From an optimization exercise on the open Yosys and OpenROAD flow, aimed at small area, a short achievable clock period and few clock cycles per item; shortcuts taken in it are not production practice. Function was checked by simulation only, so behaviour that the tests miss may differ from the original.

## the baseline
## cache
module cache(
    clk,
    proc_reset,
    proc_read,
    proc_write,
    proc_addr,
    proc_rdata,
    proc_wdata,
    proc_stall,
    mem_read,
    mem_write,
    mem_addr,
    mem_rdata,
    mem_wdata,
    mem_ready
);
    input          clk;
    input          proc_reset;
    input          proc_read, proc_write;
    input   [29:0] proc_addr;
    input   [31:0] proc_wdata;
    output         proc_stall;
    output  [31:0] proc_rdata;
    input  [127:0] mem_rdata;
    input          mem_ready;
    output         mem_read, mem_write;
    output  [27:0] mem_addr;
    output [127:0] mem_wdata;
    integer i, k;
    reg [127:0] data_r  [0:7];
    reg  [25:0] tag_r   [0:7];
    reg   [7:0] valid_r;
    reg   [7:0] dirty_r;
    reg   [3:0] lru_r;           
    reg         done_r, wb_r, rd_r;
    reg         stall_r;         
    reg   [7:0] hw_r;            
    reg   [7:0] vs_r;            
    reg         vw_r;            
    reg   [7:0] fl_r;            
    reg   [3:0] so_r;            
    reg   [3:0] sw_r;            
    reg         way_r;           
    reg  [31:0] rdata_r;
    reg  [27:0] maddr_r;
    reg [127:0] mwdata_r;
    wire  [1:0] idx    = proc_addr[3:2];
    wire  [1:0] off    = proc_addr[1:0];
    wire [25:0] tag_in = proc_addr[29:4];
    wire        req    = proc_read | proc_write;
    wire        look   = ~(done_r | rd_r);
    wire [3:0] sset  = 4'b0001 << idx;
    wire [3:0] sword = 4'b0001 << off;
    reg [3:0] vict_set, vdirty_set;
    always @(*) begin
        for (i = 0; i < 4; i = i + 1) begin
            vict_set[i] = valid_r[2*i] ? (valid_r[2*i+1] ? lru_r[i] : 1'b1) : 1'b0;
            vdirty_set[i] = vict_set[i] ? (valid_r[2*i+1] & dirty_r[2*i+1])
                                        : (valid_r[2*i] & dirty_r[2*i]);
        end
    end
    reg [7:0] hv;        
    reg [7:0] vsel;      
    always @(*) begin
        for (i = 0; i < 8; i = i + 1) begin
            hv[i] = sset[i/2] & valid_r[i] & (tag_r[i] == tag_in);
            vsel[i] = sset[i/2] & (vict_set[i/2] == i[0]);
        end
    end
    wire hit0 = hv[0] | hv[2] | hv[4] | hv[6];
    wire hit1 = hv[1] | hv[3] | hv[5] | hv[7];
    wire hit  = hit0 | hit1;
    wire vict       = |(sset & vict_set);
    wire vict_dirty = |(sset & vdirty_set);
    reg [127:0] blk0, blk1;
    reg  [25:0] vtag;
    always @(*) begin
  ...
Size in the first run: roughly 3100 cells after synthesis, about 1500 flip-flops, roughly 390 I/O pins.
==> module cache, before the edit <==
module cache(
    clk,
    proc_reset,
    proc_read,
    proc_write,
    proc_addr,
    proc_rdata,
    proc_wdata,
    proc_stall,
    mem_read,
    mem_write,
    mem_addr,
    mem_rdata,
    mem_wdata,
    mem_ready
);
    input          clk;
    input          proc_reset;
    input          proc_read, proc_write;
    input   [29:0] proc_addr;
    input   [31:0] proc_wdata;
    output         proc_stall;
    output  [31:0] proc_rdata;
    input  [127:0] mem_rdata;
    input          mem_ready;
    output         mem_read, mem_write;
    output  [27:0] mem_addr;
    output [127:0] mem_wdata;
    integer i, k;
    reg [127:0] data_r  [0:7];
    reg  [25:0] tag_r   [0:7];
    reg   [7:0] valid_r;
    reg   [7:0] dirty_r;
    reg   [3:0] lru_r;           
    reg         done_r, wb_r, rd_r;
    reg         stall_r;         
    reg   [7:0] hw_r;            
    reg   [7:0] vs_r;            
    reg         vw_r;            
    reg   [7:0] fl_r;            
    reg   [3:0] so_r;            
    reg   [3:0] sw_r;            
    reg         way_r;           
    reg  [31:0] rdata_r;
    reg  [27:0] maddr_r;
    reg [127:0] mwdata_r;
    wire  [1:0] idx    = proc_addr[3:2];
    wire  [1:0] off    = proc_addr[1:0];
    wire [25:0] tag_in = proc_addr[29:4];
    wire        req    = proc_read | proc_write;
    wire        look   = ~(done_r | rd_r);
    wire [3:0] sset  = 4'b0001 << idx;
    wire [3:0] sword = 4'b0001 << off;
    reg [3:0] vict_set, vdirty_set;
    always @(*) begin
        for (i = 0; i < 4; i = i + 1) begin
            vict_set[i] = valid_r[2*i] ? (valid_r[2*i+1] ? lru_r[i] : 1'b1) : 1'b0;
            vdirty_set[i] = vict_set[i] ? (valid_r[2*i+1] & dirty_r[2*i+1])
                                        : (valid_r[2*i] & dirty_r[2*i]);
        end
    end
    reg [7:0] hv;        
    reg [7:0] vsel;      
    always @(*) begin
        for (i = 0; i < 8; i = i + 1) begin
            hv[i] = sset[i/2] & valid_r[i] & (tag_r[i] == tag_in);
            vsel[i] = sset[i/2] & (vict_set[i/2] == i[0]);
        end
    end
    wire hit0 = hv[0] | hv[2] | hv[4] | hv[6];
    wire hit1 = hv[1] | hv[3] | hv[5] | hv[7];
    wire hit  = hit0 | hit1;
    wire vict       = |(sset & vict_set);
    wire vict_dirty = |(sset & vdirty_set);
    reg [127:0] blk0, blk1;
    reg  [25:0] vtag;
    always @(*) begin
        blk0 = 128'd0;
        blk1 = 128'd0;
        vtag = 26'd0;
        for (i = 0; i < 4; i = i + 1) begin
            blk0 = blk0 | ({128{sset[i]}} & data_r[2*i]);
            blk1 = blk1 | ({128{sset[i]}} & data_r[2*i+1]);
        end
        for (i = 0; i < 8; i = i + 1)
            vtag = vtag | ({26{vs_r[i]}} & tag_r[i]);
    end
    wire [127:0] vblk = vw_r ? blk1 : blk0;
    reg [31:0] w0, w1, wm;
    always @(*) begin
        w0 = 32'd0;
        w1 = 32'd0;
        wm = 32'd0;
        for (k = 0; k < 4; k = k + 1) begin
            w0 = w0 | ({32{sword[k]}} & blk0[32*k +: 32]);
            w1 = w1 | ({32{sword[k]}} & blk1[32*k +: 32]);
            wm = wm | ({32{so_r[k]}} & mem_rdata[32*k +: 32]);
        end
    end
    wire wb_busy = wb_r & ~mem_ready;    
    wire miss = look & req & ~hit;
    wire fill = rd_r & mem_ready;
    wire to_done = (look & req & hit) | fill;
    wire to_rd = (miss & ~wb_busy) | (rd_r & ~mem_ready);
    wire to_wb = (fill & vict_dirty) | wb_busy;
    assign proc_stall = stall_r;
    assign proc_rdata = rdata_r;
    assign mem_write  = wb_r;
    assign mem_read   = rd_r;
    assign mem_addr   = maddr_r;
    assign mem_wdata  = mwdata_r;
    reg [127:0] din;
    always @(*) begin
        for (k = 0; k < 4; k = k + 1)
            din[32*k +: 32] = sw_r[k] ? proc_wdata : mem_rdata[32*k +: 32];
    end
    always @(posedge clk) begin
        hw_r     <= hv & {8{proc_write & look}};
        rdata_r  <= hit1 ? w1 : (rd_r ? wm : w0);
        vs_r     <= vsel;
        vw_r     <= vict;
        so_r     <= sword;
        sw_r     <= sword & {4{proc_write}};
        way_r    <= rd_r ? vict : hit1;
        if (fill | (~rd_r & ~wb_busy))
            maddr_r <= {rd_r ? vtag : tag_in, idx};
        if (fill)
            mwdata_r <= vblk;
        for (i = 0; i < 8; i = i + 1) begin
            for (k = 0; k < 4; k = k + 1)
                if ((fl_r[i] & mem_ready) | (hw_r[i] & sw_r[k]))
                    data_r[i][32*k +: 32] <= din[32*k +: 32];
            if (fl_r[i] & mem_ready)
                tag_r[i] <= tag_in;
            if ((fl_r[i] & mem_ready) | hw_r[i])
                dirty_r[i] <= proc_write;
        end
        for (i = 0; i < 4; i = i + 1)
            if (sset[i] & done_r)
                lru_r[i] <= ~way_r;
    end
    always @(posedge clk) begin
        if (proc_reset) begin
            done_r  <= 1'b0;
            wb_r    <= 1'b0;
            rd_r    <= 1'b0;
            stall_r <= 1'b1;
            valid_r <= 8'd0;
            fl_r    <= 8'd0;
        end else begin
            fl_r    <= vsel & {8{to_rd}};
            done_r  <= to_done;
            wb_r    <= to_wb;
            rd_r    <= to_rd;
            stall_r <= ~to_done;
            for (i = 0; i < 8; i = i + 1)
                if (fl_r[i] & mem_ready)
                    valid_r[i] <= 1'b1;
        end
    end
endmodule
==> flow/config.mk <==
export PLATFORM = sky130hd
export DESIGN_NAME = cache
export DESIGN_NICKNAME = cache
export VERILOG_FILES = /design/flow/design.v
export SDC_FILE = /design/flow/constraint.sdc
export NUM_CORES = 4
export LEC_CHECK = 0
export CAP_MARGIN = 20
export CORE_MARGIN = 2
export CORE_UTILIZATION = 60
export CTS_CLUSTER_DIAMETER = 100
export CTS_CLUSTER_SIZE = 25
export SETUP_SLACK_MARGIN = 5.0
export SLEW_MARGIN = 20
export TNS_END_PERCENT = 5
==> flow/constraint.sdc <==
create_clock -name core_clock -period 8.0 [get_ports {clk}]
set_input_delay 1.6000 -clock core_clock [delete_from_list [all_inputs] [get_ports {clk}]]
set_output_delay 1.6000 -clock core_clock [all_outputs]
set_load 0.01 [all_outputs]
standard.sh (not shown) runs the stock make flow with config.mk's settings and CLKGATE_MAP_FILE= SYNTH_SCRIPT=/design/flow/synth_recipe.tcl, a recipe that flattens the netlist after the stock synthesis.
==> flow/flow/run.sh <==
#!/bin/bash
# The standard layout, with three changes: ports are buffered with buf_2
# cells instead of the default delay-buffer cells; the resizer may swap cells
# across footprints (so those buffers can be resized like any other cell);
# and clock tree synthesis adds no dummy loads.
set -euo pipefail
bash standard.sh MATCH_CELL_FOOTPRINT=0 \
  "BUFFER_PORTS_ARGS=-buffer_cell sky130_fd_sc_hd__buf_2" \
  "CTS_ARGS=-sink_clustering_enable -repair_clock_nets -sink_clustering_size 25 -sink_clustering_max_diameter 100 -dont_use_dummy_load" \
  finish > standard.log 2>&1
The baseline | status: complete | timing, DRC, antenna: pass
Testbench counts of the baseline, summed over its fixed seeds: cycles 94,456, requests 18,000.
Inputs modified between the baseline and the candidate:
==> flow/design.v <==
module cache(
    clk,
    proc_reset,
    proc_read,
    proc_write,
    proc_addr,
    proc_rdata,
    proc_wdata,
    proc_stall,
    mem_read,
    mem_write,
    mem_addr,
    mem_rdata,
    mem_wdata,
    mem_ready
);
    input          clk;
    input          proc_reset;
    input          proc_read, proc_write;
    input   [29:0] proc_addr;
    input   [31:0] proc_wdata;
    output         proc_stall;
    output  [31:0] proc_rdata;
    input  [127:0] mem_rdata;
    input          mem_ready;
    output         mem_read, mem_write;
    output  [27:0] mem_addr;
    output [127:0] mem_wdata;
    integer i, k;
    reg [127:0] data_r  [0:7];
    reg  [25:0] tag_r   [0:7];
    reg   [7:0] valid_r;
    reg   [7:0] dirty_r;
    reg   [3:0] lru_r;           
    reg         done_r, wb_r, rd_r;
    reg         stall_r;         
    reg   [7:0] hw_r;            
    reg  [31:0] rdata_r;
    reg  [27:0] maddr_r;
    reg [127:0] mwdata_r;
    wire  [1:0] idx    = proc_addr[3:2];
    wire  [1:0] off    = proc_addr[1:0];
    wire [25:0] tag_in = proc_addr[29:4];
    wire        req    = proc_read | proc_write;
    wire        look   = ~(done_r | rd_r);
    wire [3:0] sset  = 4'b0001 << idx;
    wire [3:0] sword = 4'b0001 << off;
    reg [3:0] vict_set, vdirty_set;
    always @(*) begin
        for (i = 0; i < 4; i = i + 1) begin
            vict_set[i] = valid_r[2*i] ? (valid_r[2*i+1] ? lru_r[i] : 1'b1) : 1'b0;
            vdirty_set[i] = vict_set[i] ? (valid_r[2*i+1] & dirty_r[2*i+1])
                                        : (valid_r[2*i] & dirty_r[2*i]);
        end
    end
    reg [7:0] hv;        
    reg [7:0] vsel;      
    always @(*) begin
        for (i = 0; i < 8; i = i + 1) begin
            hv[i] = sset[i/2] & valid_r[i] & (tag_r[i] == tag_in);
            vsel[i] = sset[i/2] & (vict_set[i/2] == i[0]);
        end
    end
    wire hit0 = hv[0] | hv[2] | hv[4] | hv[6];
    wire hit1 = hv[1] | hv[3] | hv[5] | hv[7];
    wire hit  = hit0 | hit1;
    wire vict       = |(sset & vict_set);
    wire vict_dirty = |(sset & vdirty_set);
    reg [127:0] blk0, blk1;
    reg  [25:0] vtag;
    always @(*) begin
        blk0 = 128'd0;
        blk1 = 128'd0;
        vtag = 26'd0;
        for (i = 0; i < 4; i = i + 1) begin
            blk0 = blk0 | ({128{sset[i]}} & data_r[2*i]);
            blk1 = blk1 | ({128{sset[i]}} & data_r[2*i+1]);
        end
        for (i = 0; i < 8; i = i + 1)
            vtag = vtag | ({26{vsel[i]}} & tag_r[i]);
    end
    wire [127:0] vblk = vict ? blk1 : blk0;
    reg [31:0] w0, w1, wm;
    always @(*) begin
        w0 = 32'd0;
        w1 = 32'd0;
        wm = 32'd0;
        for (k = 0; k < 4; k = k + 1) begin
            w0 = w0 | ({32{sword[k]}} & blk0[32*k +: 32]);
            w1 = w1 | ({32{sword[k]}} & blk1[32*k +: 32]);
            wm = wm | ({32{sword[k]}} & mem_rdata[32*k +: 32]);
        end
    end
    wire wb_busy = wb_r & ~mem_ready;    
    wire miss = look & req & ~hit;
    wire fill = rd_r & mem_ready;
    wire to_done = (look & req & hit) | fill;
    wire to_rd = (miss & ~wb_busy) | (rd_r & ~mem_ready);
    wire to_wb = (fill & vict_dirty) | wb_busy;
    assign proc_stall = stall_r;
    assign proc_rdata = rdata_r;
    assign mem_write  = wb_r;
    assign mem_read   = rd_r;
    assign mem_addr   = maddr_r;
    assign mem_wdata  = mwdata_r;
    reg [127:0] din;
    always @(*) begin
        for (k = 0; k < 4; k = k + 1)
            din[32*k +: 32] = (rd_r & ~(proc_write & sword[k])) ? mem_rdata[32*k +: 32] : proc_wdata;
    end
    wire whit = done_r;
    always @(posedge clk) begin
        hw_r     <= hv & {8{proc_write}};
        rdata_r  <= ({32{hit0}} & w0) | ({32{hit1}} & w1) | ({32{rd_r}} & wm);
        if (fill | (~rd_r & ~wb_busy))
            maddr_r <= {rd_r ? vtag : tag_in, idx};
        if (fill)
            mwdata_r <= vblk;
        for (i = 0; i < 8; i = i + 1) begin
            for (k = 0; k < 4; k = k + 1)
                if ((vsel[i] & fill) | (hw_r[i] & whit & sword[k]))
                    data_r[i][32*k +: 32] <= din[32*k +: 32];
            if (vsel[i] & fill)
                tag_r[i] <= tag_in;
            if ((vsel[i] & fill) | (hw_r[i] & whit))
                dirty_r[i] <= proc_write;
        end
        for (i = 0; i < 4; i = i + 1) begin
            if (sset[i] & fill)
                lru_r[i] <= ~vict;
            if (look & req & (hv[2*i] | hv[2*i+1]))
                lru_r[i] <= hv[2*i];
        end
    end
    always @(posedge clk) begin
        if (proc_reset) begin
            done_r  <= 1'b0;
            wb_r    <= 1'b0;
            rd_r    <= 1'b0;
            stall_r <= 1'b1;
            valid_r <= 8'd0;
        end else begin
            done_r  <= to_done;
            wb_r    <= to_wb;
            rd_r    <= to_rd;
            stall_r <= ~to_done;
            for (i = 0; i < 8; i = i + 1)
                if (vsel[i] & fill)
                    valid_r[i] <= 1'b1;
        end
    end
endmodule
==> comparison <==
- Having completed the whole flow, the candidate delivered a layout that passed the timing, design-rule and antenna checks.
- Wire length per cell after detailed routing on the candidate is down relative to the baseline.
- The wire length was comparable across the baseline and the candidate.
- Going from the baseline to the candidate, total overflow reported by the global router now sits at about the same level, buffer count from post-CTS setup fixing higher.
- When the candidate is measured against the baseline, its non-clock buffer count turns out 124 higher.
- Across both runs, number of non-clock inverters in the layout was higher for the candidate than for the baseline.
- Compared with the baseline, in the candidate part of the cycle the worst path needs -1.0 points, register-to-register slack went down.
- The candidate: final setup slack of the worst path 0.083 ns above the baseline
- [compare] base=the baseline new=the candidate: worst hold margin went up, number of violations of the max-capacitance limit now sits at about the same level.
Testbench counts of the candidate, summed over its fixed seeds: cycles 94,456, requests 18,000.

## static timing again, ports no longer ideal
How much do the figures lean on ideal ports? The routed layouts below were timed once more, with nothing changed but the port constraints.
Step 1 (the two cells are an assumption about what drives the block):
set clk [get_ports {clk}]
set_driving_cell -lib_cell sky130_fd_sc_hd__clkbuf_16 $clk
set_driving_cell -lib_cell sky130_fd_sc_hd__buf_2 [delete_from_list [all_inputs] $clk]
Step 2 adds t to the input delays and takes it off the output delays; t is the mean of the earliest and latest rising clock arrival at the registers after step 1. Input paths then give back, and output paths get back, about the clock's delay inside the block.
a / b / c = ideal / step 1 / step 2; a / b = the first two.
run	t, ns	setup WS [ns]	worst setup path at the end	worst data-port slew with drivers (ns)
the baseline	0.736	4.632 / 4.494 / 3.758	input to register	0.36
the candidate	0.718	4.715 / 4.675 / 3.957	input to register	0.33
After both steps every run listed still meets setup and hold. For the baseline, which loses most, drivers alone change the setup slack by -0.138 ns; drivers and shift together by -0.874 ns.
